What follows belongs to an exercise in optimizing a design on an open flow for small area; a production flow would make more cautious choices.
Where RTL was checked, it was by simulation tests only, not by an equivalence proof against the original.
Function not checked in runs 1 and 2: the RTL went through the layout flow alone.
Power is estimated from default activity; no workload was simulated.

==> design/flow/design.v <==
module alu (
    input wire clk,
    input wire reset,
    input wire [3:0] opcode,
    input wire [15:0] operand_a,
    input wire [15:0] operand_b,
    output reg [15:0] result,
    output wire overflow_flag
);
  wire        sub = ~opcode[1] & (opcode[0] ^ opcode[2]);
  wire [15:0] bx = operand_b ^ {16{sub}};
  wire ap0 = operand_a[0] ^ bx[0];
  wire ag0 = operand_a[0] & bx[0];
  wire ap1 = operand_a[1] ^ bx[1];
  wire ag1 = operand_a[1] & bx[1];
  wire ap2 = operand_a[2] ^ bx[2];
  wire ag2 = operand_a[2] & bx[2];
  wire ap3 = operand_a[3] ^ bx[3];
  wire ag3 = operand_a[3] & bx[3];
  wire ap4 = operand_a[4] ^ bx[4];
  wire ag4 = operand_a[4] & bx[4];
  wire ap5 = operand_a[5] ^ bx[5];
  wire ag5 = operand_a[5] & bx[5];
  wire ap6 = operand_a[6] ^ bx[6];
  wire ag6 = operand_a[6] & bx[6];
  wire ap7 = operand_a[7] ^ bx[7];
  wire ag7 = operand_a[7] & bx[7];
  wire ap8 = operand_a[8] ^ bx[8];
  wire ag8 = operand_a[8] & bx[8];
  wire ap9 = operand_a[9] ^ bx[9];
  wire ag9 = operand_a[9] & bx[9];
  wire ap10 = operand_a[10] ^ bx[10];
  wire ag10 = operand_a[10] & bx[10];
  wire ap11 = operand_a[11] ^ bx[11];
  wire ag11 = operand_a[11] & bx[11];
  wire ap12 = operand_a[12] ^ bx[12];
  wire ag12 = operand_a[12] & bx[12];
  wire ap13 = operand_a[13] ^ bx[13];
  wire ag13 = operand_a[13] & bx[13];
  wire ap14 = operand_a[14] ^ bx[14];
  wire ag14 = operand_a[14] & bx[14];
  wire ap15 = operand_a[15] ^ bx[15];
  wire ag15 = operand_a[15] & bx[15];
  wire agc0 = ag0 | (ap0 & sub);
  wire aG1_1 = ag1 | (ap1 & agc0);
  wire aG1_2 = ag2 | (ap2 & ag1);
  wire aP1_2 = ap2 & ap1;
  wire aG1_3 = ag3 | (ap3 & ag2);
  wire aP1_3 = ap3 & ap2;
  wire aG1_4 = ag4 | (ap4 & ag3);
  wire aP1_4 = ap4 & ap3;
  wire aG1_5 = ag5 | (ap5 & ag4);
  wire aP1_5 = ap5 & ap4;
  wire aG1_6 = ag6 | (ap6 & ag5);
  wire aP1_6 = ap6 & ap5;
  wire aG1_7 = ag7 | (ap7 & ag6);
  wire aP1_7 = ap7 & ap6;
  wire aG1_8 = ag8 | (ap8 & ag7);
  wire aP1_8 = ap8 & ap7;
  wire aG1_9 = ag9 | (ap9 & ag8);
  wire aP1_9 = ap9 & ap8;
  wire aG1_10 = ag10 | (ap10 & ag9);
  wire aP1_10 = ap10 & ap9;
  wire aG1_11 = ag11 | (ap11 & ag10);
  wire aP1_11 = ap11 & ap10;
  wire aG1_12 = ag12 | (ap12 & ag11);
  wire aP1_12 = ap12 & ap11;
  wire aG1_13 = ag13 | (ap13 & ag12);
  wire aP1_13 = ap13 & ap12;
  wire aG1_14 = ag14 | (ap14 & ag13);
  wire aP1_14 = ap14 & ap13;
  wire aG1_15 = ag15 | (ap15 & ag14);
  wire aP1_15 = ap15 & ap14;
  wire aG2_2 = aG1_2 | (aP1_2 & agc0);
  wire aG2_3 = aG1_3 | (aP1_3 & aG1_1);
  wire aG2_4 = aG1_4 | (aP1_4 & aG1_2);
  wire aP2_4 = aP1_4 & aP1_2;
  wire aG2_5 = aG1_5 | (aP1_5 & aG1_3);
  wire aP2_5 = aP1_5 & aP1_3;
  wire aG2_6 = aG1_6 | (aP1_6 & aG1_4);
  wire aP2_6 = aP1_6 & aP1_4;
  wire aG2_7 = aG1_7 | (aP1_7 & aG1_5);
  wire aP2_7 = aP1_7 & aP1_5;
  wire aG2_8 = aG1_8 | (aP1_8 & aG1_6);
  wire aP2_8 = aP1_8 & aP1_6;
  wire aG2_9 = aG1_9 | (aP1_9 & aG1_7);
  wire aP2_9 = aP1_9 & aP1_7;
  wire aG2_10 = aG1_10 | (aP1_10 & aG1_8);
  wire aP2_10 = aP1_10 & aP1_8;
  wire aG2_11 = aG1_11 | (aP1_11 & aG1_9);
  wire aP2_11 = aP1_11 & aP1_9;
  wire aG2_12 = aG1_12 | (aP1_12 & aG1_10);
  wire aP2_12 = aP1_12 & aP1_10;
  wire aG2_13 = aG1_13 | (aP1_13 & aG1_11);
  wire aP2_13 = aP1_13 & aP1_11;
  wire aG2_14 = aG1_14 | (aP1_14 & aG1_12);
  wire aP2_14 = aP1_14 & aP1_12;
  wire aG2_15 = aG1_15 | (aP1_15 & aG1_13);
  wire aP2_15 = aP1_15 & aP1_13;
  wire aG3_4 = aG2_4 | (aP2_4 & agc0);
  wire aG3_5 = aG2_5 | (aP2_5 & aG1_1);
  wire aG3_6 = aG2_6 | (aP2_6 & aG2_2);
  wire aG3_7 = aG2_7 | (aP2_7 & aG2_3);
  wire aG3_8 = aG2_8 | (aP2_8 & aG2_4);
  wire aP3_8 = aP2_8 & aP2_4;
  wire aG3_9 = aG2_9 | (aP2_9 & aG2_5);
  wire aP3_9 = aP2_9 & aP2_5;
  wire aG3_10 = aG2_10 | (aP2_10 & aG2_6);
  wire aP3_10 = aP2_10 & aP2_6;
  wire aG3_11 = aG2_11 | (aP2_11 & aG2_7);
  wire aP3_11 = aP2_11 & aP2_7;
  wire aG3_12 = aG2_12 | (aP2_12 & aG2_8);
  wire aP3_12 = aP2_12 & aP2_8;
  wire aG3_13 = aG2_13 | (aP2_13 & aG2_9);
  wire aP3_13 = aP2_13 & aP2_9;
  wire aG3_14 = aG2_14 | (aP2_14 & aG2_10);
  wire aP3_14 = aP2_14 & aP2_10;
  wire aG3_15 = aG2_15 | (aP2_15 & aG2_11);
  wire aP3_15 = aP2_15 & aP2_11;
  wire aG4_8 = aG3_8 | (aP3_8 & agc0);
  wire aG4_9 = aG3_9 | (aP3_9 & aG1_1);
  wire aG4_10 = aG3_10 | (aP3_10 & aG2_2);
  wire aG4_11 = aG3_11 | (aP3_11 & aG2_3);
  wire aG4_12 = aG3_12 | (aP3_12 & aG3_4);
  wire aG4_13 = aG3_13 | (aP3_13 & aG3_5);
  wire aG4_14 = aG3_14 | (aP3_14 & aG3_6);
  wire aG4_15 = aG3_15 | (aP3_15 & aG3_7);
  wire ac0 = sub;
  wire as0 = ap0 ^ sub;
  wire ac1 = agc0;
  wire as1 = ap1 ^ agc0;
  wire ac2 = aG1_1;
  wire as2 = ap2 ^ aG1_1;
  wire ac3 = aG2_2;
  wire as3 = ap3 ^ aG2_2;
  wire ac4 = aG2_3;
  wire as4 = ap4 ^ aG2_3;
  wire ac5 = aG3_4;
  wire as5 = ap5 ^ aG3_4;
  wire ac6 = aG3_5;
  wire as6 = ap6 ^ aG3_5;
  wire ac7 = aG3_6;
  wire as7 = ap7 ^ aG3_6;
  wire ac8 = aG3_7;
  wire as8 = ap8 ^ aG3_7;
  wire ac9 = aG4_8;
  wire as9 = ap9 ^ aG4_8;
  wire ac10 = aG4_9;
  wire as10 = ap10 ^ aG4_9;
  wire ac11 = aG4_10;
  wire as11 = ap11 ^ aG4_10;
  wire ac12 = aG4_11;
  wire as12 = ap12 ^ aG4_11;
  wire ac13 = aG4_12;
  wire as13 = ap13 ^ aG4_12;
  wire ac14 = aG4_13;
  wire as14 = ap14 ^ aG4_13;
  wire ac15 = aG4_14;
  wire as15 = ap15 ^ aG4_14;
  wire [16:0] sum = {aG4_15, as15, as14, as13, as12, as11, as10, as9, as8, as7, as6, as5, as4, as3, as2, as1, as0};
  wire [15:0] ap = {ap15, ap14, ap13, ap12, ap11, ap10, ap9, ap8, ap7, ap6, ap5, ap4, ap3, ap2, ap1, ap0};
  wire [15:0] ag = {ag15, ag14, ag13, ag12, ag11, ag10, ag9, ag8, ag7, ag6, ag5, ag4, ag3, ag2, ag1, ag0};
  wire [15:0] ac = {ac15, ac14, ac13, ac12, ac11, ac10, ac9, ac8, ac7, ac6, ac5, ac4, ac3, ac2, ac1, ac0};
  wire        ovf = (operand_a[15] == bx[15]) & (sum[15] != operand_a[15]);
  wire        lt = ~sum[16];
  assign overflow_flag = (opcode[3:1] == 3'b000) ? ovf :
                         (opcode == 4'b0100) ? lt : 1'b0;
  wire [15:0] mul;
  wire [15:0] onehot = 16'd1 << operand_b[3:0];
  wire [15:0] arev, mrev;
  genvar gi;
  generate for (gi = 0; gi < 16; gi = gi + 1) begin : g_rev
    assign arev[gi] = operand_a[15 - gi];
    assign mrev[gi] = mul[15 - gi];
  end endgenerate
  wire [15:0] ma = opcode[0] ? arev : operand_a;
  wire [15:0] mb = opcode[2] ? onehot : operand_b;
  wire [15:0] man = ~ma;
  wire [15:0] mbn = ~mb;
  wire pp0_0;
  pp_nor upp0_0 (.an(man[0]), .bn(mbn[0]), .y(pp0_0));
  wire pp0_1;
  pp_nor upp0_1 (.an(man[0]), .bn(mbn[1]), .y(pp0_1));
  wire pp0_2;
  pp_nor upp0_2 (.an(man[0]), .bn(mbn[2]), .y(pp0_2));
  wire pp0_3;
  pp_nor upp0_3 (.an(man[0]), .bn(mbn[3]), .y(pp0_3));
  wire pp0_4;
  pp_nor upp0_4 (.an(man[0]), .bn(mbn[4]), .y(pp0_4));
  wire pp0_5;
  pp_nor upp0_5 (.an(man[0]), .bn(mbn[5]), .y(pp0_5));
  wire pp0_6;
  pp_nor upp0_6 (.an(man[0]), .bn(mbn[6]), .y(pp0_6));
  wire pp0_7;
  pp_nor upp0_7 (.an(man[0]), .bn(mbn[7]), .y(pp0_7));
  wire pp0_8;
  pp_nor upp0_8 (.an(man[0]), .bn(mbn[8]), .y(pp0_8));
  wire pp0_9;
  pp_nor upp0_9 (.an(man[0]), .bn(mbn[9]), .y(pp0_9));
  wire pp0_10;
  pp_nor upp0_10 (.an(man[0]), .bn(mbn[10]), .y(pp0_10));
  wire pp0_11;
  pp_nor upp0_11 (.an(man[0]), .bn(mbn[11]), .y(pp0_11));
  wire pp0_12;
  pp_nor upp0_12 (.an(man[0]), .bn(mbn[12]), .y(pp0_12));
  wire pp0_13;
  pp_nor upp0_13 (.an(man[0]), .bn(mbn[13]), .y(pp0_13));
  wire pp0_14;
  pp_nor upp0_14 (.an(man[0]), .bn(mbn[14]), .y(pp0_14));
  wire pp0_15;
  pp_nor upp0_15 (.an(man[0]), .bn(mbn[15]), .y(pp0_15));
  wire pp1_0;
  pp_nor upp1_0 (.an(man[1]), .bn(mbn[0]), .y(pp1_0));
  wire pp1_1;
  pp_nor upp1_1 (.an(man[1]), .bn(mbn[1]), .y(pp1_1));
  wire pp1_2;
  pp_nor upp1_2 (.an(man[1]), .bn(mbn[2]), .y(pp1_2));
  wire pp1_3;
  pp_nor upp1_3 (.an(man[1]), .bn(mbn[3]), .y(pp1_3));
  wire pp1_4;
  pp_nor upp1_4 (.an(man[1]), .bn(mbn[4]), .y(pp1_4));
  wire pp1_5;
  pp_nor upp1_5 (.an(man[1]), .bn(mbn[5]), .y(pp1_5));
  wire pp1_6;
  pp_nor upp1_6 (.an(man[1]), .bn(mbn[6]), .y(pp1_6));
  wire pp1_7;
  pp_nor upp1_7 (.an(man[1]), .bn(mbn[7]), .y(pp1_7));
  wire pp1_8;
  pp_nor upp1_8 (.an(man[1]), .bn(mbn[8]), .y(pp1_8));
  wire pp1_9;
  pp_nor upp1_9 (.an(man[1]), .bn(mbn[9]), .y(pp1_9));
  wire pp1_10;
  pp_nor upp1_10 (.an(man[1]), .bn(mbn[10]), .y(pp1_10));
  wire pp1_11;
  pp_nor upp1_11 (.an(man[1]), .bn(mbn[11]), .y(pp1_11));
  wire pp1_12;
  pp_nor upp1_12 (.an(man[1]), .bn(mbn[12]), .y(pp1_12));
  wire pp1_13;
  pp_nor upp1_13 (.an(man[1]), .bn(mbn[13]), .y(pp1_13));
  wire pp1_14;
  pp_nor upp1_14 (.an(man[1]), .bn(mbn[14]), .y(pp1_14));
  wire pp2_0;
  pp_nor upp2_0 (.an(man[2]), .bn(mbn[0]), .y(pp2_0));
  wire pp2_1;
  pp_nor upp2_1 (.an(man[2]), .bn(mbn[1]), .y(pp2_1));
  wire pp2_2;
  pp_nor upp2_2 (.an(man[2]), .bn(mbn[2]), .y(pp2_2));
  wire pp2_3;
  pp_nor upp2_3 (.an(man[2]), .bn(mbn[3]), .y(pp2_3));
  wire pp2_4;
  pp_nor upp2_4 (.an(man[2]), .bn(mbn[4]), .y(pp2_4));
  wire pp2_5;
  pp_nor upp2_5 (.an(man[2]), .bn(mbn[5]), .y(pp2_5));
  wire pp2_6;
  pp_nor upp2_6 (.an(man[2]), .bn(mbn[6]), .y(pp2_6));
  wire pp2_7;
  pp_nor upp2_7 (.an(man[2]), .bn(mbn[7]), .y(pp2_7));
  wire pp2_8;
  pp_nor upp2_8 (.an(man[2]), .bn(mbn[8]), .y(pp2_8));
  wire pp2_9;
  pp_nor upp2_9 (.an(man[2]), .bn(mbn[9]), .y(pp2_9));
  wire pp2_10;
  pp_nor upp2_10 (.an(man[2]), .bn(mbn[10]), .y(pp2_10));
  wire pp2_11;
  pp_nor upp2_11 (.an(man[2]), .bn(mbn[11]), .y(pp2_11));
  wire pp2_12;
  pp_nor upp2_12 (.an(man[2]), .bn(mbn[12]), .y(pp2_12));
  wire pp2_13;
  pp_nor upp2_13 (.an(man[2]), .bn(mbn[13]), .y(pp2_13));
  wire pp3_0;
  pp_nor upp3_0 (.an(man[3]), .bn(mbn[0]), .y(pp3_0));
  wire pp3_1;
  pp_nor upp3_1 (.an(man[3]), .bn(mbn[1]), .y(pp3_1));
  wire pp3_2;
  pp_nor upp3_2 (.an(man[3]), .bn(mbn[2]), .y(pp3_2));
  wire pp3_3;
  pp_nor upp3_3 (.an(man[3]), .bn(mbn[3]), .y(pp3_3));
  wire pp3_4;
  pp_nor upp3_4 (.an(man[3]), .bn(mbn[4]), .y(pp3_4));
  wire pp3_5;
  pp_nor upp3_5 (.an(man[3]), .bn(mbn[5]), .y(pp3_5));
  wire pp3_6;
  pp_nor upp3_6 (.an(man[3]), .bn(mbn[6]), .y(pp3_6));
  wire pp3_7;
  pp_nor upp3_7 (.an(man[3]), .bn(mbn[7]), .y(pp3_7));
  wire pp3_8;
  pp_nor upp3_8 (.an(man[3]), .bn(mbn[8]), .y(pp3_8));
  wire pp3_9;
  pp_nor upp3_9 (.an(man[3]), .bn(mbn[9]), .y(pp3_9));
  wire pp3_10;
  pp_nor upp3_10 (.an(man[3]), .bn(mbn[10]), .y(pp3_10));
  wire pp3_11;
  pp_nor upp3_11 (.an(man[3]), .bn(mbn[11]), .y(pp3_11));
  wire pp3_12;
  pp_nor upp3_12 (.an(man[3]), .bn(mbn[12]), .y(pp3_12));
  wire pp4_0;
  pp_nor upp4_0 (.an(man[4]), .bn(mbn[0]), .y(pp4_0));
  wire pp4_1;
  pp_nor upp4_1 (.an(man[4]), .bn(mbn[1]), .y(pp4_1));
  wire pp4_2;
  pp_nor upp4_2 (.an(man[4]), .bn(mbn[2]), .y(pp4_2));
  wire pp4_3;
  pp_nor upp4_3 (.an(man[4]), .bn(mbn[3]), .y(pp4_3));
  wire pp4_4;
  pp_nor upp4_4 (.an(man[4]), .bn(mbn[4]), .y(pp4_4));
  wire pp4_5;
  pp_nor upp4_5 (.an(man[4]), .bn(mbn[5]), .y(pp4_5));
  wire pp4_6;
  pp_nor upp4_6 (.an(man[4]), .bn(mbn[6]), .y(pp4_6));
  wire pp4_7;
  pp_nor upp4_7 (.an(man[4]), .bn(mbn[7]), .y(pp4_7));
  wire pp4_8;
  pp_nor upp4_8 (.an(man[4]), .bn(mbn[8]), .y(pp4_8));
  wire pp4_9;
  pp_nor upp4_9 (.an(man[4]), .bn(mbn[9]), .y(pp4_9));
  wire pp4_10;
  pp_nor upp4_10 (.an(man[4]), .bn(mbn[10]), .y(pp4_10));
  wire pp4_11;
  pp_nor upp4_11 (.an(man[4]), .bn(mbn[11]), .y(pp4_11));
  wire pp5_0;
  pp_nor upp5_0 (.an(man[5]), .bn(mbn[0]), .y(pp5_0));
  wire pp5_1;
  pp_nor upp5_1 (.an(man[5]), .bn(mbn[1]), .y(pp5_1));
  wire pp5_2;
  pp_nor upp5_2 (.an(man[5]), .bn(mbn[2]), .y(pp5_2));
  wire pp5_3;
  pp_nor upp5_3 (.an(man[5]), .bn(mbn[3]), .y(pp5_3));
  wire pp5_4;
  pp_nor upp5_4 (.an(man[5]), .bn(mbn[4]), .y(pp5_4));
  wire pp5_5;
  pp_nor upp5_5 (.an(man[5]), .bn(mbn[5]), .y(pp5_5));
  wire pp5_6;
  pp_nor upp5_6 (.an(man[5]), .bn(mbn[6]), .y(pp5_6));
  wire pp5_7;
  pp_nor upp5_7 (.an(man[5]), .bn(mbn[7]), .y(pp5_7));
  wire pp5_8;
  pp_nor upp5_8 (.an(man[5]), .bn(mbn[8]), .y(pp5_8));
  wire pp5_9;
  pp_nor upp5_9 (.an(man[5]), .bn(mbn[9]), .y(pp5_9));
  wire pp5_10;
  pp_nor upp5_10 (.an(man[5]), .bn(mbn[10]), .y(pp5_10));
  wire pp6_0;
  pp_nor upp6_0 (.an(man[6]), .bn(mbn[0]), .y(pp6_0));
  wire pp6_1;
  pp_nor upp6_1 (.an(man[6]), .bn(mbn[1]), .y(pp6_1));
  wire pp6_2;
  pp_nor upp6_2 (.an(man[6]), .bn(mbn[2]), .y(pp6_2));
  wire pp6_3;
  pp_nor upp6_3 (.an(man[6]), .bn(mbn[3]), .y(pp6_3));
  wire pp6_4;
  pp_nor upp6_4 (.an(man[6]), .bn(mbn[4]), .y(pp6_4));
  wire pp6_5;
  pp_nor upp6_5 (.an(man[6]), .bn(mbn[5]), .y(pp6_5));
  wire pp6_6;
  pp_nor upp6_6 (.an(man[6]), .bn(mbn[6]), .y(pp6_6));
  wire pp6_7;
  pp_nor upp6_7 (.an(man[6]), .bn(mbn[7]), .y(pp6_7));
  wire pp6_8;
  pp_nor upp6_8 (.an(man[6]), .bn(mbn[8]), .y(pp6_8));
  wire pp6_9;
  pp_nor upp6_9 (.an(man[6]), .bn(mbn[9]), .y(pp6_9));
  wire pp7_0;
  pp_nor upp7_0 (.an(man[7]), .bn(mbn[0]), .y(pp7_0));
  wire pp7_1;
  pp_nor upp7_1 (.an(man[7]), .bn(mbn[1]), .y(pp7_1));
  wire pp7_2;
  pp_nor upp7_2 (.an(man[7]), .bn(mbn[2]), .y(pp7_2));
  wire pp7_3;
  pp_nor upp7_3 (.an(man[7]), .bn(mbn[3]), .y(pp7_3));
  wire pp7_4;
  pp_nor upp7_4 (.an(man[7]), .bn(mbn[4]), .y(pp7_4));
  wire pp7_5;
  pp_nor upp7_5 (.an(man[7]), .bn(mbn[5]), .y(pp7_5));
  wire pp7_6;
  pp_nor upp7_6 (.an(man[7]), .bn(mbn[6]), .y(pp7_6));
  wire pp7_7;
  pp_nor upp7_7 (.an(man[7]), .bn(mbn[7]), .y(pp7_7));
  wire pp7_8;
  pp_nor upp7_8 (.an(man[7]), .bn(mbn[8]), .y(pp7_8));
  wire pp8_0;
  pp_nor upp8_0 (.an(man[8]), .bn(mbn[0]), .y(pp8_0));
  wire pp8_1;
  pp_nor upp8_1 (.an(man[8]), .bn(mbn[1]), .y(pp8_1));
  wire pp8_2;
  pp_nor upp8_2 (.an(man[8]), .bn(mbn[2]), .y(pp8_2));
  wire pp8_3;
  pp_nor upp8_3 (.an(man[8]), .bn(mbn[3]), .y(pp8_3));
  wire pp8_4;
  pp_nor upp8_4 (.an(man[8]), .bn(mbn[4]), .y(pp8_4));
  wire pp8_5;
  pp_nor upp8_5 (.an(man[8]), .bn(mbn[5]), .y(pp8_5));
  wire pp8_6;
  pp_nor upp8_6 (.an(man[8]), .bn(mbn[6]), .y(pp8_6));
  wire pp8_7;
  pp_nor upp8_7 (.an(man[8]), .bn(mbn[7]), .y(pp8_7));
  wire pp9_0;
  pp_nor upp9_0 (.an(man[9]), .bn(mbn[0]), .y(pp9_0));
  wire pp9_1;
  pp_nor upp9_1 (.an(man[9]), .bn(mbn[1]), .y(pp9_1));
  wire pp9_2;
  pp_nor upp9_2 (.an(man[9]), .bn(mbn[2]), .y(pp9_2));
  wire pp9_3;
  pp_nor upp9_3 (.an(man[9]), .bn(mbn[3]), .y(pp9_3));
  wire pp9_4;
  pp_nor upp9_4 (.an(man[9]), .bn(mbn[4]), .y(pp9_4));
  wire pp9_5;
  pp_nor upp9_5 (.an(man[9]), .bn(mbn[5]), .y(pp9_5));
  wire pp9_6;
  pp_nor upp9_6 (.an(man[9]), .bn(mbn[6]), .y(pp9_6));
  wire pp10_0;
  pp_nor upp10_0 (.an(man[10]), .bn(mbn[0]), .y(pp10_0));
  wire pp10_1;
  pp_nor upp10_1 (.an(man[10]), .bn(mbn[1]), .y(pp10_1));
  wire pp10_2;
  pp_nor upp10_2 (.an(man[10]), .bn(mbn[2]), .y(pp10_2));
  wire pp10_3;
  pp_nor upp10_3 (.an(man[10]), .bn(mbn[3]), .y(pp10_3));
  wire pp10_4;
  pp_nor upp10_4 (.an(man[10]), .bn(mbn[4]), .y(pp10_4));
  wire pp10_5;
  pp_nor upp10_5 (.an(man[10]), .bn(mbn[5]), .y(pp10_5));
  wire pp11_0;
  pp_nor upp11_0 (.an(man[11]), .bn(mbn[0]), .y(pp11_0));
  wire pp11_1;
  pp_nor upp11_1 (.an(man[11]), .bn(mbn[1]), .y(pp11_1));
  wire pp11_2;
  pp_nor upp11_2 (.an(man[11]), .bn(mbn[2]), .y(pp11_2));
  wire pp11_3;
  pp_nor upp11_3 (.an(man[11]), .bn(mbn[3]), .y(pp11_3));
  wire pp11_4;
  pp_nor upp11_4 (.an(man[11]), .bn(mbn[4]), .y(pp11_4));
  wire pp12_0;
  pp_nor upp12_0 (.an(man[12]), .bn(mbn[0]), .y(pp12_0));
  wire pp12_1;
  pp_nor upp12_1 (.an(man[12]), .bn(mbn[1]), .y(pp12_1));
  wire pp12_2;
  pp_nor upp12_2 (.an(man[12]), .bn(mbn[2]), .y(pp12_2));
  wire pp12_3;
  pp_nor upp12_3 (.an(man[12]), .bn(mbn[3]), .y(pp12_3));
  wire pp13_0;
  pp_nor upp13_0 (.an(man[13]), .bn(mbn[0]), .y(pp13_0));
  wire pp13_1;
  pp_nor upp13_1 (.an(man[13]), .bn(mbn[1]), .y(pp13_1));
  wire pp13_2;
  pp_nor upp13_2 (.an(man[13]), .bn(mbn[2]), .y(pp13_2));
  wire pp14_0;
  pp_nor upp14_0 (.an(man[14]), .bn(mbn[0]), .y(pp14_0));
  wire pp14_1;
  pp_nor upp14_1 (.an(man[14]), .bn(mbn[1]), .y(pp14_1));
  wire pp15_0;
  pp_nor upp15_0 (.an(man[15]), .bn(mbn[0]), .y(pp15_0));
  wire s1, c2;
  ha_cell us1 (.a(pp0_13), .b(pp10_3), .s(s1), .co(c2));
  wire s3, c4;
  fa_cell us3 (.a(pp0_14), .b(pp10_4), .c(pp11_3), .s(s3), .co(c4));
  wire s5, c6;
  ha_cell us5 (.a(pp12_2), .b(pp13_1), .s(s5), .co(c6));
  wire s7, c8;
  ha_cell us7 (.a(pp0_9), .b(pp1_8), .s(s7), .co(c8));
  wire s9, c10;
  fa_cell us9 (.a(pp0_10), .b(pp10_0), .c(pp1_9), .s(s9), .co(c10));
  wire s11, c12;
  ha_cell us11 (.a(pp2_8), .b(pp3_7), .s(s11), .co(c12));
  wire s13, c14;
  fa_cell us13 (.a(pp0_11), .b(pp10_1), .c(pp11_0), .s(s13), .co(c14));
  wire s15, c16;
  fa_cell us15 (.a(pp1_10), .b(pp2_9), .c(pp3_8), .s(s15), .co(c16));
  wire s17, c18;
  ha_cell us17 (.a(pp4_7), .b(pp5_6), .s(s17), .co(c18));
  wire s19, c20;
  fa_cell us19 (.a(pp0_12), .b(pp10_2), .c(pp11_1), .s(s19), .co(c20));
  wire s21, c22;
  fa_cell us21 (.a(pp12_0), .b(pp1_11), .c(pp2_10), .s(s21), .co(c22));
  wire s23, c24;
  fa_cell us23 (.a(pp3_9), .b(pp4_8), .c(pp5_7), .s(s23), .co(c24));
  wire s25, c26;
  ha_cell us25 (.a(pp6_6), .b(pp7_5), .s(s25), .co(c26));
  wire s27, c28;
  fa_cell us27 (.a(pp11_2), .b(pp12_1), .c(pp13_0), .s(s27), .co(c28));
  wire s29, c30;
  fa_cell us29 (.a(pp1_12), .b(pp2_11), .c(pp3_10), .s(s29), .co(c30));
  wire s31, c32;
  fa_cell us31 (.a(pp4_9), .b(pp5_8), .c(pp6_7), .s(s31), .co(c32));
  wire s33, c34;
  fa_cell us33 (.a(pp7_6), .b(pp8_5), .c(pp9_4), .s(s33), .co(c34));
  wire s35, c36;
  fa_cell us35 (.a(pp14_0), .b(pp1_13), .c(pp2_12), .s(s35), .co(c36));
  wire s37, c38;
  fa_cell us37 (.a(pp3_11), .b(pp4_10), .c(pp5_9), .s(s37), .co(c38));
  wire s39, c40;
  fa_cell us39 (.a(pp6_8), .b(pp7_7), .c(pp8_6), .s(s39), .co(c40));
  wire s41, c42;
  fa_cell us41 (.a(pp9_5), .b(c2), .c(s5), .s(s41), .co(c42));
  wire s43, c44;
  ha_cell us43 (.a(pp0_6), .b(pp1_5), .s(s43), .co(c44));
  wire s45, c46;
  fa_cell us45 (.a(pp0_7), .b(pp1_6), .c(pp2_5), .s(s45), .co(c46));
  wire s47, c48;
  ha_cell us47 (.a(pp3_4), .b(pp4_3), .s(s47), .co(c48));
  wire s49, c50;
  fa_cell us49 (.a(pp0_8), .b(pp1_7), .c(pp2_6), .s(s49), .co(c50));
  wire s51, c52;
  fa_cell us51 (.a(pp3_5), .b(pp4_4), .c(pp5_3), .s(s51), .co(c52));
  wire s53, c54;
  ha_cell us53 (.a(pp6_2), .b(pp7_1), .s(s53), .co(c54));
  wire s55, c56;
  fa_cell us55 (.a(pp2_7), .b(pp3_6), .c(pp4_5), .s(s55), .co(c56));
  wire s57, c58;
  fa_cell us57 (.a(pp5_4), .b(pp6_3), .c(pp7_2), .s(s57), .co(c58));
  wire s59, c60;
  fa_cell us59 (.a(pp8_1), .b(pp9_0), .c(s7), .s(s59), .co(c60));
  wire s61, c62;
  fa_cell us61 (.a(pp4_6), .b(pp5_5), .c(pp6_4), .s(s61), .co(c62));
  wire s63, c64;
  fa_cell us63 (.a(pp7_3), .b(pp8_2), .c(pp9_1), .s(s63), .co(c64));
  wire s65, c66;
  fa_cell us65 (.a(c8), .b(s11), .c(s9), .s(s65), .co(c66));
  wire s67, c68;
  fa_cell us67 (.a(pp6_5), .b(pp7_4), .c(pp8_3), .s(s67), .co(c68));
  wire s69, c70;
  fa_cell us69 (.a(pp9_2), .b(c12), .c(s17), .s(s69), .co(c70));
  wire s71, c72;
  fa_cell us71 (.a(c10), .b(s13), .c(s15), .s(s71), .co(c72));
  wire s73, c74;
  fa_cell us73 (.a(pp8_4), .b(pp9_3), .c(c18), .s(s73), .co(c74));
  wire s75, c76;
  fa_cell us75 (.a(s25), .b(c14), .c(c16), .s(s75), .co(c76));
  wire s77, c78;
  fa_cell us77 (.a(s19), .b(s21), .c(s23), .s(s77), .co(c78));
  wire s79, c80;
  fa_cell us79 (.a(c26), .b(s1), .c(c20), .s(s79), .co(c80));
  wire s81, c82;
  fa_cell us81 (.a(c22), .b(c24), .c(s27), .s(s81), .co(c82));
  wire s83, c84;
  fa_cell us83 (.a(s29), .b(s31), .c(s33), .s(s83), .co(c84));
  wire s85, c86;
  fa_cell us85 (.a(c28), .b(c30), .c(c32), .s(s85), .co(c86));
  wire s87, c88;
  fa_cell us87 (.a(c34), .b(s3), .c(s35), .s(s87), .co(c88));
  wire s89, c90;
  fa_cell us89 (.a(s37), .b(s39), .c(s41), .s(s89), .co(c90));
  wire s91, c92;
  ha_cell us91 (.a(pp0_4), .b(pp1_3), .s(s91), .co(c92));
  wire s93, c94;
  fa_cell us93 (.a(pp0_5), .b(pp1_4), .c(pp2_3), .s(s93), .co(c94));
  wire s95, c96;
  ha_cell us95 (.a(pp3_2), .b(pp4_1), .s(s95), .co(c96));
  wire s97, c98;
  fa_cell us97 (.a(pp2_4), .b(pp3_3), .c(pp4_2), .s(s97), .co(c98));
  wire s99, c100;
  fa_cell us99 (.a(pp5_1), .b(pp6_0), .c(s43), .s(s99), .co(c100));
  wire s101, c102;
  fa_cell us101 (.a(pp5_2), .b(pp6_1), .c(pp7_0), .s(s101), .co(c102));
  wire s103, c104;
  fa_cell us103 (.a(c44), .b(s47), .c(s45), .s(s103), .co(c104));
  wire s105, c106;
  fa_cell us105 (.a(pp8_0), .b(c48), .c(s53), .s(s105), .co(c106));
  wire s107, c108;
  fa_cell us107 (.a(c46), .b(s49), .c(s51), .s(s107), .co(c108));
  wire s109, c110;
  fa_cell us109 (.a(c54), .b(c50), .c(c52), .s(s109), .co(c110));
  wire s111, c112;
  fa_cell us111 (.a(s55), .b(s57), .c(s59), .s(s111), .co(c112));
  wire s113, c114;
  fa_cell us113 (.a(c56), .b(c58), .c(s61), .s(s113), .co(c114));
  wire s115, c116;
  fa_cell us115 (.a(s63), .b(c60), .c(s65), .s(s115), .co(c116));
  wire s117, c118;
  fa_cell us117 (.a(c62), .b(c64), .c(s67), .s(s117), .co(c118));
  wire s119, c120;
  fa_cell us119 (.a(s69), .b(c66), .c(s71), .s(s119), .co(c120));
  wire s121, c122;
  fa_cell us121 (.a(c68), .b(c70), .c(s73), .s(s121), .co(c122));
  wire s123, c124;
  fa_cell us123 (.a(c72), .b(s75), .c(s77), .s(s123), .co(c124));
  wire s125, c126;
  fa_cell us125 (.a(c74), .b(c76), .c(c78), .s(s125), .co(c126));
  wire s127, c128;
  fa_cell us127 (.a(s79), .b(s81), .c(s83), .s(s127), .co(c128));
  wire s129, c130;
  fa_cell us129 (.a(c80), .b(c82), .c(c84), .s(s129), .co(c130));
  wire s131, c132;
  fa_cell us131 (.a(s85), .b(s87), .c(s89), .s(s131), .co(c132));
  wire s133, c134;
  ha_cell us133 (.a(pp0_3), .b(pp1_2), .s(s133), .co(c134));
  wire s135, c136;
  fa_cell us135 (.a(pp2_2), .b(pp3_1), .c(pp4_0), .s(s135), .co(c136));
  wire s137, c138;
  fa_cell us137 (.a(pp5_0), .b(c92), .c(s95), .s(s137), .co(c138));
  wire s139, c140;
  fa_cell us139 (.a(c96), .b(c94), .c(s97), .s(s139), .co(c140));
  wire s141, c142;
  fa_cell us141 (.a(c98), .b(s101), .c(c100), .s(s141), .co(c142));
  wire s143, c144;
  fa_cell us143 (.a(c102), .b(s105), .c(c104), .s(s143), .co(c144));
  wire s145, c146;
  fa_cell us145 (.a(c106), .b(c108), .c(s109), .s(s145), .co(c146));
  wire s147, c148;
  fa_cell us147 (.a(c110), .b(s113), .c(c112), .s(s147), .co(c148));
  wire s149, c150;
  fa_cell us149 (.a(c114), .b(s117), .c(c116), .s(s149), .co(c150));
  wire s151, c152;
  fa_cell us151 (.a(c118), .b(s121), .c(c120), .s(s151), .co(c152));
  wire s153, c154;
  fa_cell us153 (.a(c122), .b(c124), .c(s125), .s(s153), .co(c154));
  wire s155, c156;
  fa_cell us155 (.a(c126), .b(c128), .c(s129), .s(s155), .co(c156));
  wire s157, c158;
  ha_cell us157 (.a(pp0_2), .b(pp1_1), .s(s157), .co(c158));
  wire s159, c160;
  fa_cell us159 (.a(pp2_1), .b(pp3_0), .c(s133), .s(s159), .co(c160));
  wire s161, c162;
  fa_cell us161 (.a(c134), .b(s91), .c(s135), .s(s161), .co(c162));
  wire s163, c164;
  fa_cell us163 (.a(c136), .b(s93), .c(s137), .s(s163), .co(c164));
  wire s165, c166;
  fa_cell us165 (.a(c138), .b(s99), .c(s139), .s(s165), .co(c166));
  wire s167, c168;
  fa_cell us167 (.a(c140), .b(s103), .c(s141), .s(s167), .co(c168));
  wire s169, c170;
  fa_cell us169 (.a(s107), .b(c142), .c(s143), .s(s169), .co(c170));
  wire s171, c172;
  fa_cell us171 (.a(s111), .b(c144), .c(s145), .s(s171), .co(c172));
  wire s173, c174;
  fa_cell us173 (.a(c146), .b(s115), .c(s147), .s(s173), .co(c174));
  wire s175, c176;
  fa_cell us175 (.a(s119), .b(c148), .c(s149), .s(s175), .co(c176));
  wire s177, c178;
  fa_cell us177 (.a(s123), .b(c150), .c(s151), .s(s177), .co(c178));
  wire s179, c180;
  fa_cell us179 (.a(s127), .b(c152), .c(s153), .s(s179), .co(c180));
  wire s181, c182;
  fa_cell us181 (.a(s131), .b(c154), .c(s155), .s(s181), .co(c182));
  wire x183 = pp0_15 ^ pp10_5;
  wire x184 = pp11_4 ^ pp12_3;
  wire x185 = pp13_2 ^ pp14_1;
  wire x186 = pp15_0 ^ pp1_14;
  wire x187 = pp2_13 ^ pp3_12;
  wire x188 = pp4_11 ^ pp5_10;
  wire x189 = pp6_9 ^ pp7_8;
  wire x190 = pp8_7 ^ pp9_6;
  wire x191 = x183 ^ x184;
  wire x192 = x185 ^ x186;
  wire x193 = x187 ^ x188;
  wire x194 = x189 ^ x190;
  wire x195 = c6 ^ x191;
  wire x196 = x192 ^ x193;
  wire x197 = x194 ^ c36;
  wire x198 = c38 ^ c4;
  wire x199 = c40 ^ x195;
  wire x200 = x196 ^ x197;
  wire x201 = x198 ^ c42;
  wire x202 = x199 ^ x200;
  wire x203 = c86 ^ x201;
  wire x204 = c88 ^ x202;
  wire x205 = x203 ^ x204;
  wire x206 = c90 ^ x205;
  wire x207 = c130 ^ x206;
  wire x208 = x207 ^ c132;
  wire x209 = c156 ^ x208;
  wire [14:0] fsum = {c182, c180, c178, c176, c174, c172, c170, c168, c166, c164, c162, c160, c158, pp2_0, pp0_1} + {x209, s181, s179, s177, s175, s173, s171, s169, s167, s165, s163, s161, s159, s157, pp1_0};
  assign mul = {fsum[14], fsum[13], fsum[12], fsum[11], fsum[10], fsum[9], fsum[8], fsum[7], fsum[6], fsum[5], fsum[4], fsum[3], fsum[2], fsum[1], fsum[0], pp0_0};
  wire        op_arith = ~opcode[3] & ~opcode[2] & ~opcode[1];
  wire        sel_x = op_arith | (opcode == 4'b0101);
  wire        sel_mul = ~opcode[3] & opcode[1] & ~opcode[0];
  wire        sel_rev = (opcode == 4'b0111);
  wire        sel_and = (opcode == 4'b0011);
  wire        sel_or = (opcode == 4'b0100);
  wire [15:0] xs = ap ^ (ac & {16{op_arith}});
  wire [15:0] next = ({16{sel_x}} & xs) | ({16{sel_mul}} & mul) | ({16{sel_rev}} & mrev) |
                     ({16{sel_and}} & ag) | ({16{sel_or}} & (operand_a | ~ap));
  always @(posedge clk or posedge reset) begin
    if (reset) begin
      result <= 16'h0000;
    end else begin
      result <= next;
    end
  end
endmodule
module fa_cell (input wire a, input wire b, input wire c, output wire s, output wire co);
  assign s = a ^ b ^ c;
  assign co = (a & b) | (a & c) | (b & c);
endmodule
module ha_cell (input wire a, input wire b, output wire s, output wire co);
  assign s = a ^ b;
  assign co = a & b;
endmodule
module carry_p (input wire x, input wire y, input wire p, input wire ci, output wire con);
  assign con = ~((x & y) | (p & ci));
endmodule
module carry_n (input wire x, input wire y, input wire cin, output wire co);
  assign co = ~(~(x & y) & (~(x | y) | cin));
endmodule
module pp_nor (input wire an, input wire bn, output wire y);
  assign y = ~(an | bn);
endmodule
==> design/flow/flow/run.sh <==
#!/bin/bash
# Layout flow: the standard flow (standard.sh), with two changes:
#  - synthesis is the standard synthesis script, except that the final ABC
#    mapping uses an area-oriented script (flow/abc_area.script) instead of
#    ORFS's delay-oriented one; timing is then repaired by OpenROAD as usual.
#  - port buffers are sky130_fd_sc_hd__buf_1 instead of the default choice.
# Each tool's output goes to a log file in this folder.
set -euo pipefail
W=$(pwd)
ABC=$W/flow/abc_area.script
# synthesis script: ORFS synth.tcl with the abc script swapped
sed "s#^  log_cmd abc {\*}\$abc_args#  lset abc_args 1 $ABC\n  log_cmd abc {*}\$abc_args#" \
  "$FLOW_HOME/scripts/synth.tcl" > "$W/synth_area.tcl"
grep -q "lset abc_args 1" "$W/synth_area.tcl"
sed "s#^source .*synth.tcl\$#source $W/synth_area.tcl#" "$W/synth_recipe.tcl" > "$W/synth_recipe_area.tcl"
grep -q "synth_area.tcl" "$W/synth_recipe_area.tcl"
bash standard.sh SYNTH_SCRIPT="$W/synth_recipe_area.tcl" \
  BUFFER_PORTS_ARGS="-buffer_cell sky130_fd_sc_hd__buf_1" finish > "$W/standard.log" 2>&1
==> design/flow/flow/abc_area.script <==
&get -n
&st
&dc2
&dch -f
&nf -R 1000
&put
topo
stime -c
==> design/flow/standard.sh <==
#!/bin/bash
# synth_recipe.tcl (not shown) runs the flow's synth.tcl, then flattens the netlist and writes it again
# the make line also repeats each setting of config.mk as NAME=value (left out here)
make -C /OpenROAD-flow-scripts/flow DESIGN_CONFIG=/design/flow/config.mk WORK_HOME=/design/flow/orfs CLKGATE_MAP_FILE= SYNTH_SCRIPT=/design/flow/synth_recipe.tcl "${@:-finish}"
==> design/flow/config.mk <==
export PLATFORM = sky130hd
export DESIGN_NAME = alu
export DESIGN_NICKNAME = alu
export VERILOG_FILES = /design/flow/design.v
export SDC_FILE = /design/flow/constraint.sdc
export NUM_CORES = 4
export LEC_CHECK = 0
export CAP_MARGIN = 20
export CORE_MARGIN = 2
export CORE_UTILIZATION = 72
export CTS_BUF_LIST = sky130_fd_sc_hd__clkbuf_4
export GPL_TIMING_DRIVEN = 0
export SLEW_MARGIN = 20
export SYNTH_HIERARCHICAL = 1
export SYNTH_MINIMUM_KEEP_SIZE = 0
==> design/flow/constraint.sdc <==
create_clock -name core_clock -period 6.5 [get_ports {clk}]
set_input_delay 1.3000 -clock core_clock [delete_from_list [all_inputs] [get_ports {clk}]]
set_output_delay 1.3000 -clock core_clock [all_outputs]
set_load 0.01 [all_outputs]
==> run notes, run 1 <==
* Startpoint class of the critical path: input port
* Share of cells above drive strength 1 at 7.625%
* Area Growth Syn to Fin at 12.79%
* Total die area at 8009 sq um
* Clk buf depth at 2
* Post-synthesis sequential area ratio at 7.608%
* Leak at 0.002677 uW
* Total GRT Usage at 40.94%
* TritonCTS clock tree: built
* Row cnt at 31
* Setup Viol. Count Final at 0
* H-tree lvl count at 1
* Via/cell ratio at 6.609
* Synth warn at 7
* CP endpoint kind: flop
* Detail Route Antenna Nets at 0
* Outcome: finished clean
* Post-synth EDFFs at 0
* IO Pins at 55
* Core footprint at 7176 sq um
* RSZ-0062 raised after global routing: true
* Count of cell types in the netlist at 39
* Synth top area share at 30.05%
* Synth async-reset ratio at 100.0%
* CP Data Arrival Time at 6450 ps
* Power Density at 248.1 nW/um^2
* Initial antenna violation count at 0
* F_max at 158.7 MHz
* Synth area leaders: fa_1, ha_1, nor2_1
* Relative slew slack at 24.83%
* Mapped Cells at between 600 and 700
* Final worst-path cycle share at 96.92%
* Final GP Congestion at about 0.94
* # nets final at 861
* Max-slew violation count at 0
* Drt total wl at about 16 mm
* Synth area leader: fa_1
* Drt drc at 0
* Peak fanout along the critical path at 17
* Min Tclk post-route at approximately 6300 ps
* Net Count, Synth at 786
* Via count at 5162
* Setup slack at placement at -870.7 ps
* Total gr overflow at 0
* Critical Path RT at 6650 ps
* Final-layout fill cell count at 470
* Drt first pass iters at 5
* Min-Delay Path Class: input port to asynchronous set/reset pin
* Peak VDD IR at just under 600 uV
* Commonest non-fill, non-tap cell in the layout: nor2_1
* Slew @ Worst Pin at 1125 ps
* Ys flop type: dfrtp_1
* Mapped Area at approximately 5300 sq um
* Antenna Cells at 0
* PortBufs at between 50 and 60
* Worst hold margin at 967.1 ps
* Die height at 89.50 um
* CP Class: input port to flop
* Register name with the most flops: result
* Die X at 89.50 um
* Global-route wire length before repair at around 25 mm
* Total CTS buffers at 3
* Initial Util at 73.34%
* Synthesized area per cell at 8.656 sq um
* CTS root buffer: clkbuf_4
* Max-Cap Viols at 0
* DRT iter0 DRCs at approximately 410
* Largest net degree at the start of global routing at 22
* Clock sinks at 16
* DP HPWL at 12.31 mm
* Vias in the first global route at between 5000 and 6000
* Worst-path clk slew at 100 ps
* Design Power at 1473 uW
* Largest register FFs at 16
* Setup ws final at 200.1 ps
* Top flop regs: result (16)
* Yosys reg bits at 16
* Hold Fails Final Rpt at 0
* WL/cell at 20.25 um
* Most frequent cells in the layout: nor2_1, fa_1, ha_1
* Cts hold-fix bufs at 0
[modules after synthesis, one instance, submodules excluded]
module | copies in the design | area, sq um | flip-flops and latches
pp_nor | 136 | 3.754 | 0
ha_cell | 13 | 12.51 | 0
fa_cell | 78 | 20.02 | 0
alu | 1 | 3028 | 16
[area by class of cell]
| type | instances | area, sq um | share of cell area [%] |
|---|---|---|---|
| inverter | 36 | 140.1 | 2.361 |
| tap | 99 | 123.9 | 2.087 |
| sequential | 16 | 400.4 | 6.745 |
| clock inverter | 1 | 3.754 | 0.06324 |
| timing repair buffer | 70 | 355.3 | 5.987 |
| multi-input combinational | 556 | 4890 | 82.38 |
| clock buffer | 3 | 22.52 | 0.3794 |
[per-stage QoR]
step	instance area [sq um]	instances	TNS (ps)	util [%]
2_1_floorplan	5263	608	0	-
3_3_place_gp	5589	761	-11560	77.89
3_5_place_dp	5709	769	-6440	79.56
4_1_cts	5778	773	0	80.52
5_1_grt	5936	781	-64.35	82.72
6_report	5936	781	0	82.72
[report_power, final]
part           switching [uW]  leakage, uW  internal, uW
combinational             746      0.00245           530
clock                    33.7    0.0000154          22.4
sequential               8.62     0.000207           132
[what timing repair did]
action / CTS / global route
gates resized for setup: 10 / 20
pin swaps: 0 / 3
buffers inserted: 0 / 8
setup endpoints to repair: 11 / 3
[logic make-up (layout without fill, tap and decap cells)]
group | after synthesis | after routing | share of synthesized area [%]
and+or+nand+nor | 225 | 225 | 17.26
adders and majority gates | 140 | 140 | 44.56
AOI/OAI and AO/OA | 114 | 114 | 14.77
xor gates and xnor gates | 60 | 60 | 9.986
buffers and inverters | 36 | 110 | 2.568
muxes | 17 | 17 | 3.257
DFF | 16 | 16 | 7.608
[critical path: stages]
cell and delay [ps]:
buf_2 190, clkinv_4 190, nor2_4 90, a21oi_1 540
buf_4 300, nor2_1 80, fa_1 500, fa_1 510
fa_1 430, ha_1 320, a21oi_1 220, o21bai_1 90
a21oi_1 220, o21bai_1 100, a21oi_1 270, o21bai_1 100
a21oi_1 240, o21ai_0 210, xnor2_1 170, buf_4 150
a21oi_1 120, o21ai_0 90
[final timing paths]
kind                            from  depth (start not counted)  slack (ps)        end
min in group core_clock    opcode[1]                          4        1550  result[6]
setup / recovery           opcode[2]                         22         200  result[0]
hold / removal                 reset                          2         970  result[9]
max in group asynchronous      reset                          2        5220  result[0]
[cell usage after synthesis, types with 3 or more instances]
library cell and count:
nor3_1 12, a21oi_1 23, o21bai_1 8, mux2i_1 16, a211oi_1 7, a21o_1 4
o22ai_1 6, a22oi_1 12, a32oi_1 6, o21ai_0 17, o221ai_1 5, fa_1 79
dfrtp_1 16, a31oi_1 3, nor2b_1 7, o311ai_0 3, a221oi_1 4, ha_1 61
nand2_1 28, nand2b_1 3, o31ai_1 6, xor2_1 24, clkinv_1 36, nor2_1 164
xnor2_1 36, nand3_1 6
[layer usage]
metal  track usage [%]  part of all wire, %  vias to the layer above  routed length, um
li1                  -                    -                     2239                  -
met1             53.82                   38                     2472               5932
met2             67.14                   48                      372               7636
met3             9.418                   11                       79               1674
met4             13.57                  3.6                        0                568
met5                 0                    0                        -                  0
==> run 2: changes to the inputs <==
--- a/design/flow/config.mk
+++ b/design/flow/config.mk
@@ -7,7 +7,7 @@
 export LEC_CHECK = 0
 export CAP_MARGIN = 20
 export CORE_MARGIN = 2
-export CORE_UTILIZATION = 72
+export CORE_UTILIZATION = 65
 export CTS_BUF_LIST = sky130_fd_sc_hd__clkbuf_4
 export GPL_TIMING_DRIVEN = 0
 export SLEW_MARGIN = 20
==> run 2 against run 1 <==
  * Still clean
  * Via count shrank 3.0%
  * Global-route usage shrank 5.8 points
  * Synthesized area is the same
  * Sequential power is essentially flat
  * Highest routed layer unchanged
  * Non-clock buffer count is the same
  * Final cell count grew 0.38%
  * Clock power shrank 4.6%
==> run notes, run 2 <==
* Synth area leaders: fa_1, ha_1, nor2_1
* CP Launch Point: operand_b[1]
* Cts hold-fix bufs at 0
* F_max at 157.7 MHz
* Antenna Cells at 0
* Via count at 5005
* Total die area at 8832 sq um
* Max-Cap Viols at 0
* Mapped Area at 5263 sq um
* Initial antenna violation count at 0
* Synth async-reset ratio at 100.0%
* Drt total wl at approximately 15 mm
* WL/cell at 19.50 um
* Peak VDD IR at 366.7 uV
* Multi-input logic area at between 4000 and 5000 sq um
* Startpoint class of the critical path: input port
* Drt drc at 0
* Global-route wire length before repair at 24.09 mm
* TritonCTS clock tree: built
* Yosys reg bits at 16
* Synth warn at 7
* Power Density at about 240 nW/um^2
* Routed wl met2 at ~7.4 mm
* Vias in the first global route at ~5000
* Total GRT Usage at 35.19%
* Largest register FFs at 16
* Row cnt at 32
* FF+latch area at 400.4 sq um
* PortBufs at 54
* Post-synth EDFFs at 0
* DP HPWL at around 12 mm
* Register name with the most flops: result
* Mapped Cells at 608
* CP Data Arrival Time at 6530 ps
* Design Power at approximately 1400 uW
* Total gr overflow at 0
* CTS root buffer: clkbuf_4
* Via/cell ratio at 6.384
* Outcome: finished clean
* Clock sinks at 16
* Die X at 93.98 um
* Commonest non-fill, non-tap cell in the layout: nor2_1
* Hold Fails Final Rpt at 0
* Highest metal used: met4
* Max-slew violation count at 0
* CP endpoint kind: flop
* Most frequent cells in the layout: nor2_1, fa_1, ha_1
* Post-synth top cells: nor2_1, fa_1, ha_1
* Relative slew slack at 30.10%
* Area Growth Syn to Fin at 14.31%
* Die height at ~94 um
* DRT iter0 DRCs at 327
* Critical Path RT at about 6700 ps
* Worst-path clk slew at around 90 ps
* Share of cells above drive strength 1 at 7.771%
* Core Util, Final at 77.45%
* Min-Delay Path Class: input port to asynchronous set/reset pin
* Total CTS buffers at 3
* Final-layout fill cell count at 582
* IO Pins at 55
* M1 WL at 5.929 mm
* Count of cell types in the netlist at 39
* Clk buf depth at 2
* Core footprint at 7767 sq um
* Detail Route Antenna Nets at 0
* # nets final at 861
* Fin Setup TNS at 0 ps
* Synth area leader: fa_1
* Leak at 0.002683 uW
* Post-synthesis sequential area ratio at 7.608%
* Largest net degree at the start of global routing at 22
* Setup Viol. Count Final at 0
* CP Class: input port to flop
* Most frequent cell after synthesis: nor2_1
* Final GP Congestion at between 0.9 and 1
* Top flop regs: result (16)
* Initial Util at 67.75%
* Net Count, Synth at slightly below 800
* Min Tclk post-route at between 6000 and 7000 ps
* Final worst-path cycle share at 97.55%
* Synth top area share at between 30 and 40%
* Synthesized area per cell at 8.656 sq um
* Met3 wire length at approximately 1.5 mm
* Drt first pass iters at 5
* Ys flop type: dfrtp_1
* Slew @ Worst Pin at 1019 ps
* H-tree lvl count at 1
* Peak fanout along the critical path at 8
-- run 2: kinds of logic (layout without fill, tap and decap cells) --
kind of cell | after synthesis | in the layout | synth area share [%]
muxes | 17 | 17 | 3.257
adders and majority gates | 140 | 140 | 44.56
AOI/OAI and AO/OA | 114 | 114 | 14.77
buffers and inverters | 36 | 110 | 2.568
and+or+nand+nor | 225 | 225 | 17.26
DFF | 16 | 16 | 7.608
xor gates and xnor gates | 60 | 60 | 9.986
-- run 2: path summary, 6_finish.rpt --
| check | end | slack [ps] | cells past startpoint |
|---|---|---|---|
| worst max-delay path | result[0] | 160 | 22 |
| worst min-delay path | result[7] | 960 | 2 |
| max in group asynchronous | result[3] | 5250 | 2 |
| min in group core_clock | result[15] | 1590 | 4 |
-- run 2: power breakdown --
part           switching, uW  internal [uW]
registers               7.13            132
logic                    749            498
clock network           31.1           22.3
-- run 2: per-stage QoR --
step | hold slack (ps) | worst slack, ps | area (sq um) | std cells
after floorplan | 1146 | 146.4 | 5263 | 608
after global placement | 1264 | -1603 | 5593 | 764
after detailed placement | 1286 | -1103 | 5712 | 771
after CTS | 972.7 | 13.10 | 5758 | 775
after global routing | 979.5 | -130.3 | 6016 | 784
final | 961.3 | 159.2 | 6016 | 784
-- run 2: area by class of cell --
| class | instances | area share, % |
|---|---|---|
| flip-flops and latches | 16 | 6.656 |
| inverters | 36 | 2.329 |
| well taps | 102 | 2.121 |
| clock buffers | 3 | 0.3744 |
| clock inverters | 1 | 0.06240 |
| repair buffers | 70 | 5.990 |
| multi-input cells | 556 | 82.47 |
-- run 2: per-module statistics from Yosys (local to each module, per instance) --
module / cells inside / cell area, sq um / flip-flops and latches / times used
fa_cell: 1 / 20.02 / 0 / 78
alu: 381 / 3028 / 16 / 1
pp_nor: 1 / 3.754 / 0 / 136
ha_cell: 1 / 12.51 / 0 / 13
-- run 2: critical path, cell delays in order --
cell	delay, ps
clkbuf_2	190
nor2b_1	370
nor2b_1	280
a22oi_2	160
buf_4	200
buf_4	160
nor2_1	180
fa_1	460
fa_1	540
fa_1	450
ha_1	320
clkinv_1	80
o21bai_1	80
a21oi_1	220
o21bai_1	100
a21oi_1	240
o21bai_1	100
a21oi_1	250
o21ai_0	250
xnor2_1	340
a21oi_1	110
o21ai_0	140
-- run 2: timing repair --
item / in CTS / in global routing
pin swaps: 0 / 3
endpoints found under the setup margin: 14 / 6
setup buffers: 0 / 9
gates resized for setup: 6 / 30
-- run 2: layer usage --
metal / GRT usage, % / vias up
li1: - / 2242
met1: 46.98 / 2418
met2: 57.38 / 291
met3: 7.624 / 54
met4: 11.11 / 0
met5: 0 / -
==> run 3: changes to the inputs <==
--- a/design/flow/design.v
+++ b/design/flow/design.v
@@ -125,42 +125,25 @@
   wire aG4_13 = aG3_13 | (aP3_13 & aG3_5);
   wire aG4_14 = aG3_14 | (aP3_14 & aG3_6);
   wire aG4_15 = aG3_15 | (aP3_15 & aG3_7);
-  wire ac0 = sub;
   wire as0 = ap0 ^ sub;
-  wire ac1 = agc0;
   wire as1 = ap1 ^ agc0;
-  wire ac2 = aG1_1;
   wire as2 = ap2 ^ aG1_1;
-  wire ac3 = aG2_2;
   wire as3 = ap3 ^ aG2_2;
-  wire ac4 = aG2_3;
   wire as4 = ap4 ^ aG2_3;
-  wire ac5 = aG3_4;
   wire as5 = ap5 ^ aG3_4;
-  wire ac6 = aG3_5;
   wire as6 = ap6 ^ aG3_5;
-  wire ac7 = aG3_6;
   wire as7 = ap7 ^ aG3_6;
-  wire ac8 = aG3_7;
   wire as8 = ap8 ^ aG3_7;
-  wire ac9 = aG4_8;
   wire as9 = ap9 ^ aG4_8;
-  wire ac10 = aG4_9;
   wire as10 = ap10 ^ aG4_9;
-  wire ac11 = aG4_10;
   wire as11 = ap11 ^ aG4_10;
-  wire ac12 = aG4_11;
   wire as12 = ap12 ^ aG4_11;
-  wire ac13 = aG4_12;
   wire as13 = ap13 ^ aG4_12;
-  wire ac14 = aG4_13;
   wire as14 = ap14 ^ aG4_13;
-  wire ac15 = aG4_14;
   wire as15 = ap15 ^ aG4_14;
   wire [16:0] sum = {aG4_15, as15, as14, as13, as12, as11, as10, as9, as8, as7, as6, as5, as4, as3, as2, as1, as0};
   wire [15:0] ap = {ap15, ap14, ap13, ap12, ap11, ap10, ap9, ap8, ap7, ap6, ap5, ap4, ap3, ap2, ap1, ap0};
   wire [15:0] ag = {ag15, ag14, ag13, ag12, ag11, ag10, ag9, ag8, ag7, ag6, ag5, ag4, ag3, ag2, ag1, ag0};
-  wire [15:0] ac = {ac15, ac14, ac13, ac12, ac11, ac10, ac9, ac8, ac7, ac6, ac5, ac4, ac3, ac2, ac1, ac0};
   wire        ovf = (operand_a[15] == bx[15]) & (sum[15] != operand_a[15]);
   wire        lt = ~sum[16];
   assign overflow_flag = (opcode[3:1] == 3'b000) ? ovf :
@@ -660,20 +643,21 @@
   wire x209 = c156 ^ x208;
   wire [14:0] fsum = {c182, c180, c178, c176, c174, c172, c170, c168, c166, c164, c162, c160, c158, pp2_0, pp0_1} + {x209, s181, s179, s177, s175, s173, s171, s169, s167, s165, s163, s161, s159, s157, pp1_0};
   assign mul = {fsum[14], fsum[13], fsum[12], fsum[11], fsum[10], fsum[9], fsum[8], fsum[7], fsum[6], fsum[5], fsum[4], fsum[3], fsum[2], fsum[1], fsum[0], pp0_0};
-  wire        op_arith = ~opcode[3] & ~opcode[2] & ~opcode[1];
-  wire        sel_x = op_arith | (opcode == 4'b0101);
-  wire        sel_mul = ~opcode[3] & opcode[1] & ~opcode[0];
-  wire        sel_rev = (opcode == 4'b0111);
-  wire        sel_and = (opcode == 4'b0011);
-  wire        sel_or = (opcode == 4'b0100);
-  wire [15:0] xs = ap ^ (ac & {16{op_arith}});
-  wire [15:0] next = ({16{sel_x}} & xs) | ({16{sel_mul}} & mul) | ({16{sel_rev}} & mrev) |
-                     ({16{sel_and}} & ag) | ({16{sel_or}} & (operand_a | ~ap));
   always @(posedge clk or posedge reset) begin
     if (reset) begin
       result <= 16'h0000;
     end else begin
-      result <= next;
+      case (opcode)
+        4'b0000: result <= sum[15:0];
+        4'b0001: result <= sum[15:0];
+        4'b0010: result <= mul;
+        4'b0011: result <= ag;
+        4'b0100: result <= ~ap | operand_a;
+        4'b0101: result <= ap;
+        4'b0110: result <= mul;
+        4'b0111: result <= mrev;
+        default: result <= 16'h0000;
+      endcase
     end
   end
 endmodule
==> run 3 against run 2 <==
  * First-iteration DRC count shrank 5.5%
  * Synthesized cell count grew 1.6%
  * Critical path depth shrank 4
  * Total power grew 0.24%
  * Clock power grew 4.1%
  * Final cell count grew 1.5%
  * Design area shrank 0.21%
  * Sequential power is essentially flat
  * Combinational power is essentially flat
  * Synthesized area grew 0.12%
  * Non-clock buffer count grew 2
  * Sequential share of layout area is essentially flat
  * Critical endpoint unchanged
==> run notes, run 3 <==
* Outcome: finished clean
* Drt total wl at 15.39 mm
* Mapped Area at 5269 sq um
* Total CTS buffers at 3
* Leak at 0.002737 uW
* Setup slack at placement at -1098 ps
* Largest net degree at the start of global routing at 24
* Switch share at between 50 and 60%
* Drt drc at 0
* Row cnt at 32
* Hold Fails Final Rpt at 0
* Final worst-path cycle share at roughly 98%
* Synth async-reset ratio at 100.0%
* Routed wl met2 at 7.343 mm
* Setup Viol. Count Final at 0
* Commonest non-fill, non-tap cell in the layout: nor2_1
* Pint at 666.3 uW
* Final GP Congestion at 0.9527
* Peak VDD IR at between 300 and 400 uV
* Initial antenna violation count at 0
* Synth area leader: fa_1
* PortBufs at 54
* Vias in the first global route at 4990
* Most frequent cells in the layout: nor2_1, fa_1, ha_1
* Post-synth top cells: nor2_1, fa_1, ha_1
* Part of the power in combinational logic at 86.4%
* WL/cell at 19.33 um
* Synthesized area per cell at 8.526 sq um
* Setup ws final at ~130 ps
* RSZ-0062 raised after global routing: true
* Total GRT Usage at 35.87%
* Share of total power in the clock network at 3.9%
* IO Pins at 55
* Highest metal used: met4
* Relative slew slack at between 20% and 30%
* DRT iter0 DRCs at a little over 300
* Total gr overflow at 0
* CP Data Arrival Time at ~6600 ps
* Synth warn at 7
* Post-synthesis sequential area ratio at 7.599%
* DP HPWL at 12.05 mm
* CP cell instances: buf_2 > nor2b_1 > nor2b_1 > a22oi_1 > nor2_1 > ha_1 > fa_1 > fa_1 > fa_1 > fa_1 > ha_1 > a21oi_1 > o21bai_1 > a21oi_1 > o21bai_1 > a21oi_2 > xnor2_1 > a221o_1
* Critical Path RT at 6680 ps
* Clk buf depth at 2
* Buf/Inv on CP at 1
* Mapped Cells at 618
* Via/cell ratio at 6.307
* Antenna Cells at 0
* M1 WL at about 6.1 mm
* Share of cells above drive strength 1 at about 8.8%
* Yosys reg bits at 16
* Multi-input logic area at 4952 sq um
* Worst hold margin at 954.0 ps
* CTS root buffer: clkbuf_4
* Max-Cap Viols at 0
* Critical-path top delay cell: a22oi_1
* Die height at 94.03 um
* Met3 wire length at 1.498 mm
* Synth area leaders: fa_1, ha_1, nor2_1
* Min Tclk post-route at between 6000 and 7000 ps
* Min-Delay Path Class: input port to asynchronous set/reset pin
* CP Class: input port to flop
* Count of cell types in the netlist at 34
* Power Density at 240.4 nW/um^2
* H-tree lvl count at 1
* # nets final at 872
* Switch Pwr at ~780 uW
* Worst-path clk slew at 100 ps
* F_max at 156.9 MHz
* Area Growth Syn to Fin at 13.94%
* Largest register FFs at 16
* Most frequent cell after synthesis: nor2_1
* Max-slew violation count at 0
* CP peak stage delay at 650 ps
* Startpoint class of the critical path: input port
* Net Count, Synth at 795
* Flop pwr share at under 10%
* Ys flop type: dfrtp_1
* Register name with the most flops: result
* Initial Util at between 60% and 70%
* Die X at 94.03 um
* Detail Route Antenna Nets at 0
* Global-route wire length before repair at around 25 mm
* Synth top area share at 30.40%
* Slew @ Worst Pin at 1051 ps
* Via count at 5020
* Clock sinks at 16
* Core Util, Final at roughly 77%
* Peak fanout along the critical path at 11
* TritonCTS clock tree: built
* Final-layout fill cell count at 599
* FF+latch area at 400.4 sq um
* Fin Setup TNS at 0 ps
* Total die area at 8842 sq um
* Post-synth EDFFs at 0
* Most frequent CP cell: fa_1
* Top flop regs: result (16)
* Drt first pass iters at 5
* CP top delay family: adder cells
* CP endpoint kind: flop
* Design Power at 1443 uW
* Core footprint at around 7800 sq um
-- run 3: metrics by stage --
step                instance area [sq um]  instances
finish                               6003        796
detailed placement                   5732        784
global route                         6003        796
global placement                     5602        774
floorplan                            5271        618
CTS                                  5829        791
-- run 3: path summary, 6_finish.rpt --
check,start,endpoint,slack [ps],cells after the start
min in group core_clock,opcode[3],result[12],1510,4
hold / removal,reset,result[3],950,2
setup / recovery,operand_b[0],result[0],130,18
max in group asynchronous,reset,result[12],5250,2
-- run 3: logic make-up after synthesis --
logic type               Yosys count  synth area share (%)
AND/OR/NAND/NOR                  241                 18.33
XOR/XNOR                          68                 11.30
flip-flops                        16                 7.599
multiplexers                      16                 3.040
buffers and inverters             32                 2.280
adder cells (fa/ha/maj)          139                 44.41
AO/OA/AOI/OAI                    106                 13.04
-- run 3: repair_timing --
item	CTS	global route
hold buffers	0	0
buffers inserted	3	5
setup endpoints to repair	10	3
gates resized for setup	13	31
pin swaps	1	9
-- run 3: area by class of cell --
cell class | count | area share, %
Multi-Input combinational cell | 570 | 82.49
Sequential cell | 16 | 6.669
Timing Repair Buffer | 72 | 6.232
Tap cell | 102 | 2.126
Inverter | 32 | 2.043
Clock buffer | 3 | 0.3752
Clock inverter | 1 | 0.06253
-- run 3: routing by layer --
metal,up-vias,global-route usage [%]
met2,315,58.57
li1,2232,-
met5,-,0
met3,45,5.297
met4,0,9.300
met1,2428,50.29
-- run 3: power groups by stage --
stage	Sequential [uW]	Combinational, uW	Clock [uW]
after floorplan	163	847	0
after global placement	142	1140	0
after detailed placement	143	1180	0
after CTS	141	1190	56.1
after global routing	143	1340	60.4
final	141	1250	55.6
-- run 3: per-module statistics from Yosys (local to each module, per instance) --
module | cell area (sq um) | flops+latches
ha_cell | 12.51 | 0
fa_cell | 20.02 | 0
alu | 3034 | 16
pp_nor | 3.754 | 0

afterwards: timing with drivers on the ports:
Ports are ideal in the flow. The routed layouts listed here were re-timed in OpenROAD.
Step 1 sets driving cells, clkbuf_16 on the clock port and buf_2 on the other inputs (assumed; they add their load-dependent delay and slew).
Step 2 moves the port delays by t, midway between the first and last clock arrival at a register: inputs arrive t later, outputs are due t later. That takes back most of the time a late clock gives input paths.
Slacks: ideal / step 1 / step 2; pairs: ideal / step 1.
run | shift t [ns] | setup slack, ns | hold WS [ns] | latest minus earliest clock arrival (ns) | cell pins on the clock port's net
run 1 | 0.310 | 0.200 / 0.171 / -0.110 | 0.967 / 0.967 / 1.277 | 0.002 / 0.002 | 1
run 2 | 0.309 | 0.159 / 0.159 / -0.150 | 0.961 / 0.956 / 1.265 | 0.003 / 0.002 | 1
run 3 | 0.310 | 0.127 / 0.130 / -0.180 | 0.954 / 0.953 / 1.264 | 0.004 / 0.005 | 1
With both steps, setup timing fails in every run listed, where it was met with ideal ports. For run 1, which loses most, drivers alone change the setup slack by -0.029 ns; drivers and shift together by -0.310 ns.
